This design comes from an exercise in tuning for small area, a short achievable clock period and few clock cycles on the open sky130 flow, not from production work. Where RTL was checked, it was by simulation tests only, not by an equivalence proof against the original. Power and IR drop assume default switching activity.

==> flow/design.v <==
module encode#(
	parameter DATAWIDTH_STATE		= 16,
	parameter DATAWIDTH_XMAX		= 18,
	parameter DATAWIDTH_RCPFREQ		= 32,
	parameter DATAWIDTH_BIAS		= 10,
	parameter DATAWIDTH_CMPLFREQ	= 9,
	parameter DATAWIDTH_RCPSHIFT	= 6,
	parameter RANS_BYTE_L_SHIFT		= 8,
	parameter DATANUM				= 130560
)(
	input wire								clk,
	input wire								rst,
	input wire								start,
	output reg								onebyte_end,
	output reg								finish,
	input wire	[	 DATAWIDTH_XMAX-1:0]	x_max,
	input wire								x_max_valid,
	input wire	[ DATAWIDTH_RCPFREQ-1:0]	rcp_freq,
	input wire								rcp_freq_valid,
	input wire	[	 DATAWIDTH_BIAS-1:0]	bias,
	input wire								bias_valid,
	input wire	[DATAWIDTH_CMPLFREQ-1:0]	cmpl_freq,
	input wire								cmpl_freq_valid,
	input wire	[DATAWIDTH_RCPSHIFT-1:0]	rcp_shift,
	input wire								rcp_shift_valid,
	input wire								tvalid,
	input wire	[			   	    7:0]	tdata,
	input wire								tlast,
	output reg	[			   	    7:0]	byte_enc,
	output reg								out_valid
);
	function gt8;
		input [7:0] a;
		input [7:0] b;
		reg [7:0] g, p;
		reg [3:0] g1, p1;
		reg [1:0] g2, p2;
		integer i;
		begin
			g = a & ~b;		 
			p = a | ~b;		 
			for (i = 0; i < 4; i = i + 1) begin
				g1[i] = g[2*i+1] | (p[2*i+1] & g[2*i]);
				p1[i] = g[2*i+1] | (p[2*i+1] & p[2*i]);
			end
			for (i = 0; i < 2; i = i + 1) begin
				g2[i] = g1[2*i+1] | (p1[2*i+1] & g1[2*i]);
				p2[i] = g1[2*i+1] | (p1[2*i+1] & p1[2*i]);
			end
			gt8 = g2[1] | (p2[1] & g2[0]);
		end
	endfunction
	function ge12;
		input [11:0] a;
		input [11:0] b;
		reg [11:0] g, p;
		reg [5:0] g1, p1;
		reg [2:0] g2, p2;
		reg p3;
		integer i;
		begin
			g = a & ~b;		 
			p = a | ~b;		 
			for (i = 0; i < 6; i = i + 1) begin
				g1[i] = g[2*i+1] | (p[2*i+1] & g[2*i]);
				p1[i] = g[2*i+1] | (p[2*i+1] & p[2*i]);
			end
			for (i = 0; i < 3; i = i + 1) begin
				g2[i] = g1[2*i+1] | (p1[2*i+1] & g1[2*i]);
				p2[i] = g1[2*i+1] | (p1[2*i+1] & p1[2*i]);
			end
			p3 = g2[1] | (p2[1] & p2[0]);
			ge12 = g2[2] | (p2[2] & p3);
		end
	endfunction
	function [15:0] dec4;
		input [3:0] a;
		begin
			dec4 = 16'd1 << a;
		end
	endfunction
	reg rst_r;
	always @(posedge clk) rst_r <= rst;
	reg			ld_v;
	reg	[7:0]	ld_f;
	always @(posedge clk) begin
		ld_v <= x_max_valid;
		ld_f <= x_max[15:8];
	end
	reg	[7:0]	ld_cnt;		 
	reg	[8:0]	ld_acc;		 
	always @(posedge clk) begin
		if (rst_r) begin
			ld_cnt <= 8'd0;
			ld_acc <= 9'd0;
		end else if (ld_v) begin
			ld_cnt <= ld_cnt + 8'd1;
			ld_acc <= ld_acc + {1'b0, ld_f};
		end
	end
	reg	[3*255-1:0]	lsr;	 
	always @(posedge clk)
		if (ld_v) lsr <= {lsr[3*254-1:0], ld_acc[2:0]};
	reg	[7:0]	thr [1:32];
	genvar gk;
	generate for (gk = 1; gk <= 32; gk = gk + 1) begin : g_thr
		always @(posedge clk)
			if (ld_v && ld_acc[8:3] < gk) thr[gk] <= ld_cnt;
	end endgenerate
	reg	[7:0]	idx;
	reg	[15:0]	oh_hi, oh_lo;
	always @(posedge clk) begin
		if (tvalid) begin
			idx   <= tdata;
			oh_hi <= dec4(tdata[7:4]);
			oh_lo <= dec4(tdata[3:0]);
		end else begin
			idx   <= idx + 8'd1;
			oh_lo <= {oh_lo[14:0], oh_lo[15]};
			if (oh_lo[15]) oh_hi <= {oh_hi[14:0], oh_hi[15]};
		end
	end
	wire [2:0] lent [0:255];
	genvar gp;
	generate for (gp = 0; gp < 255; gp = gp + 1) begin : g_row
		assign lent[gp] = lsr[3*gp +: 3];
	end endgenerate
	assign lent[255] = 3'd0;
	reg [2:0] rd_lo;
	reg [2:0] grp;
	integer ia, ib;
	always @(*) begin
		rd_lo = 3'd0;
		for (ia = 0; ia < 16; ia = ia + 1) begin
			grp = 3'd0;
			for (ib = 0; ib < 16; ib = ib + 1)
				grp = grp | ({3{oh_lo[ib]}} & lent[16*(15-ia) + (15-ib)]);
			rd_lo = rd_lo | ({3{oh_hi[ia]}} & grp);
		end
	end
	wire [32:1] t;
	generate for (gk = 1; gk <= 32; gk = gk + 1) begin : g_cmp
		assign t[gk] = gt8(idx, thr[gk]);
	end endgenerate
	reg [4:0] rd_hi;
	integer ik;
	always @(*) begin
		rd_hi = 5'd0;
		for (ik = 1; ik < 32; ik = ik + 1)
			if (t[ik] & ~t[ik+1]) rd_hi = rd_hi | ik[4:0];
	end
	wire [7:0] rd_cdf = {rd_hi, rd_lo};
	reg			v1, v2, v3, v4, v5, v6, fin1;
	reg			l1, l2, l3, l4, l5, l6;
	always @(posedge clk) begin
		if (rst_r) begin
			v1 <= 1'b0; v2 <= 1'b0; v3 <= 1'b0; v4 <= 1'b0; v5 <= 1'b0; v6 <= 1'b0;
			fin1 <= 1'b0;
		end else begin
			v1 <= tvalid; v2 <= v1; v3 <= v2; v4 <= v3; v5 <= v4; v6 <= v5;
			fin1 <= v6 & l6;
		end
		l1 <= tlast; l2 <= l1; l3 <= l2; l4 <= l3; l5 <= l4; l6 <= l5;
	end
	reg	[7:0]	c0, c1;
	always @(posedge clk) begin
		c0 <= c1;
		c1 <= rd_cdf;
	end
	reg	[7:0]	fa;
	always @(posedge clk)
		if (v3) fa <= c1 - c0;
	reg	[7:0]	ca, pc;
	reg	[7:0]	m1;
	reg	[9:0]	m3;
	reg	[10:0]	m5, m7;
	reg	[11:0]	m9, m11, m13, m15;
	always @(posedge clk) begin
		ca  <= c0;
		pc  <= ca;
		m1  <= fa;
		m3  <= {2'b0, fa} + {1'b0, fa, 1'b0};
		m5  <= {3'b0, fa} + {1'b0, fa, 2'b0};
		m7  <= {fa, 3'b0} - {3'b0, fa};
		m9  <= {1'b0, fa, 3'b0} + {4'b0, fa};
		m11 <= {1'b0, fa, 3'b0} + {3'b0, fa, 1'b0} + {4'b0, fa};
		m13 <= {fa, 4'b0} - {3'b0, fa, 1'b0} - {4'b0, fa};
		m15 <= {fa, 4'b0} - {4'b0, fa};
	end
	wire [11:0] mul [0:15];
	assign mul[0]  = 12'd0;
	assign mul[1]  = {4'b0, m1};
	assign mul[2]  = {3'b0, m1, 1'b0};
	assign mul[3]  = {2'b0, m3};
	assign mul[4]  = {2'b0, m1, 2'b0};
	assign mul[5]  = {1'b0, m5};
	assign mul[6]  = {1'b0, m3, 1'b0};
	assign mul[7]  = {1'b0, m7};
	assign mul[8]  = {1'b0, m1, 3'b0};
	assign mul[9]  = m9;
	assign mul[10] = {m5, 1'b0};
	assign mul[11] = m11;
	assign mul[12] = {m3, 2'b0};
	assign mul[13] = m13;
	assign mul[14] = {m7, 1'b0};
	assign mul[15] = m15;
	reg	[15:0]	x;
	reg			need;		 
	reg			sel_n, sel_x;	 
	wire [7:0] hi = x[15:8];
	wire [7:0] lo = x[7:0];
	reg	[7:0]	r1;			 
	reg	[3:0]	qh;			 
	reg	[3:0]	d2;			 
	reg	[7:0]	e2;			 
	wire [11:0]	u_w = ({12{sel_n}} & {8'd0, hi[7:4]})
	                | ({12{sel_x}} & {hi, lo[7:4]})
	                | ({12{v6}}    & {r1, d2});
	wire [7:0]	v2h = r1[3:0] + e2[7:4];
	wire [7:0]	u_v = ({8{sel_n}} & {4'd0, hi[7:4]})
	                | ({8{sel_x}} & {hi[3:0], lo[7:4]})
	                | ({8{v6}}    & {v2h[3:0], e2[3:0]});
	wire [15:0]	u_t;		 
	wire [15:0]	u_e;		 
	wire [7:0]	u_c [0:15];
	assign u_t[0] = 1'b1;
	genvar gm;
	generate for (gm = 1; gm < 16; gm = gm + 1) begin : g_div
		assign u_t[gm] = ge12(u_w, mul[gm]);
	end endgenerate
	generate for (gm = 0; gm < 16; gm = gm + 1) begin : g_cand
		assign u_c[gm] = u_v - mul[gm][7:0];
		if (gm < 15) begin : g_e
			assign u_e[gm] = u_t[gm] & ~u_t[gm+1];
		end else begin : g_e
			assign u_e[gm] = u_t[gm];
		end
	end endgenerate
	reg [7:0] u_rem;
	reg [3:0] u_q;
	integer mi;
	always @(*) begin
		u_rem = 8'd0;
		u_q = 4'd0;
		for (mi = 0; mi < 16; mi = mi + 1)
			if (u_e[mi]) begin
				u_rem = u_rem | u_c[mi];
				u_q = u_q | mi[3:0];
			end
	end
	wire [15:0] x_new = {qh, u_q, u_rem};
	wire [3:0] fah = fa[7:4];
	wire need_fast = (qh > fah) | ((qh == fah) & u_t[fa[3:0]]);
	wire need_slow = hi >= fa;
	wire need_nx = v6 ? need_fast : need_slow;
	wire [3:0] d2_nx = need ? hi[3:0] : lo[3:0];
	always @(posedge clk) begin
		need <= need_nx;
		sel_n <= v4 & need_nx;
		sel_x <= v4 & ~need_nx;
		r1 <= u_rem;
		qh <= u_q;
		d2 <= d2_nx;
		e2 <= {4'd0, d2_nx} + pc;
		if (start)   x <= 16'd256;
		else if (v6) x <= x_new;
	end
	always @(posedge clk) begin
		onebyte_end <= tvalid;
		if (rst_r) begin
			out_valid <= 1'b0;
			finish    <= 1'b0;
		end else begin
			out_valid <= (v5 & need) | (v6 & l6) | fin1;
			finish    <= fin1;
		end
		if (v5)
			byte_enc <= lo;
		else if (fin1)
			byte_enc <= hi;
		else
			byte_enc <= u_rem;
	end
endmodule
clock: 10.0 ns
lec_check: 0
cap_margin: 20
core_margin: 2
core_utilization: 45
setup_slack_margin: 5
slew_margin: 20
synth_memory_max_bits: 16384
standard.sh (not shown) runs the stock make flow with config.mk's settings and CLKGATE_MAP_FILE= SYNTH_SCRIPT=/design/flow/synth_recipe.tcl, a recipe that flattens the netlist after the stock synthesis.
==> flow/flow/run.sh <==
#!/bin/bash
# Standard synthesis, then the standard ORFS layout steps with repair_timing
# aiming at a larger setup slack (a tighter internal target than the clock).
set -euo pipefail
MARGIN=${MARGIN:-6.5}
bash standard.sh synth > synth.log 2>&1
sed "s/SETUP_SLACK_MARGIN=[0-9.]*/SETUP_SLACK_MARGIN=$MARGIN/" standard.sh > layout.sh
grep -q "SETUP_SLACK_MARGIN=$MARGIN" layout.sh
bash layout.sh > layout.log 2>&1
Testbench counts at the start, summed over its fixed seeds: cycles 36,384.
==> next run, changes <==
--- a/flow/design.v
+++ b/flow/design.v
@@ -164,29 +164,32 @@
 	end
 	reg	[7:0]	c0, c1;
 	always @(posedge clk) begin
-		c0 <= c1;
+		if (v1) c0 <= rd_cdf;
 		c1 <= rd_cdf;
 	end
-	reg	[7:0]	fa;
+	reg	[7:0]	fa, ca;
 	always @(posedge clk)
-		if (v3) fa <= c1 - c0;
-	reg	[7:0]	ca, pc;
+		if (v3) begin
+			fa <= c1 - c0;
+			ca <= c0;
+		end
+	reg	[7:0]	pc;
 	reg	[7:0]	m1;
 	reg	[9:0]	m3;
 	reg	[10:0]	m5, m7;
 	reg	[11:0]	m9, m11, m13, m15;
-	always @(posedge clk) begin
-		ca  <= c0;
-		pc  <= ca;
-		m1  <= fa;
-		m3  <= {2'b0, fa} + {1'b0, fa, 1'b0};
-		m5  <= {3'b0, fa} + {1'b0, fa, 2'b0};
-		m7  <= {fa, 3'b0} - {3'b0, fa};
-		m9  <= {1'b0, fa, 3'b0} + {4'b0, fa};
-		m11 <= {1'b0, fa, 3'b0} + {3'b0, fa, 1'b0} + {4'b0, fa};
-		m13 <= {fa, 4'b0} - {3'b0, fa, 1'b0} - {4'b0, fa};
-		m15 <= {fa, 4'b0} - {4'b0, fa};
-	end
+	always @(posedge clk)
+		if (v4) begin
+			pc  <= ca;
+			m1  <= fa;
+			m3  <= {2'b0, fa} + {1'b0, fa, 1'b0};
+			m5  <= {3'b0, fa} + {1'b0, fa, 2'b0};
+			m7  <= {fa, 3'b0} - {3'b0, fa};
+			m9  <= {1'b0, fa, 3'b0} + {4'b0, fa};
+			m11 <= {1'b0, fa, 3'b0} + {3'b0, fa, 1'b0} + {4'b0, fa};
+			m13 <= {fa, 4'b0} - {3'b0, fa, 1'b0} - {4'b0, fa};
+			m15 <= {fa, 4'b0} - {4'b0, fa};
+		end
 	wire [11:0] mul [0:15];
 	assign mul[0]  = 12'd0;
 	assign mul[1]  = {4'b0, m1};
@@ -255,13 +258,15 @@
 	wire need_nx = v6 ? need_fast : need_slow;
 	wire [3:0] d2_nx = need ? hi[3:0] : lo[3:0];
 	always @(posedge clk) begin
-		need <= need_nx;
+		if (v4) need <= need_nx;
 		sel_n <= v4 & need_nx;
 		sel_x <= v4 & ~need_nx;
-		r1 <= u_rem;
-		qh <= u_q;
-		d2 <= d2_nx;
-		e2 <= {4'd0, d2_nx} + pc;
+		if (v5) begin
+			r1 <= u_rem;
+			qh <= u_q;
+			d2 <= d2_nx;
+			e2 <= {4'd0, d2_nx} + pc;
+		end
 		if (start)   x <= 16'd256;
 		else if (v6) x <= x_new;
 	end
Outcome: Design area is higher by 3.4%; total power barely changes; clock-buffer cell count is lower by 2; non-clock buffer count is higher by 56; critical path depth is higher by 1.
The RTL of the second run of this note was laid out without a check of its function.

-- re-timing with driven ports --
No port has a modelled driver above. Below, the same layouts with a new extraction and two added sets of constraints.
Step 1 assumes that a clkbuf_16 drives the clock port and a buf_2 every other input.
Step 2 times the ports against the registers' clock, not the clock port: input delays grow and output delays shrink by t, the midpoint of the rising clock arrivals with the driver on.
Slacks: ideal ports / drivers / drivers and shift; pairs: ideal ports / drivers.
run	t, ns	setup slack, ns	worst hold slack (ns)	clock arrival spread, ns
the first run	0.808	6.323 / 6.323 / 6.323	0.325 / 0.325 / 0.325	0.036 / 0.036
the second run	0.822	6.287 / 6.287 / 6.102	0.324 / 0.324 / 0.324	0.026 / 0.027
After both steps every run listed still meets setup and hold. The setup slack of the second run, which loses most, moves by 0.000 ns with the drivers and by -0.185 ns with both steps.
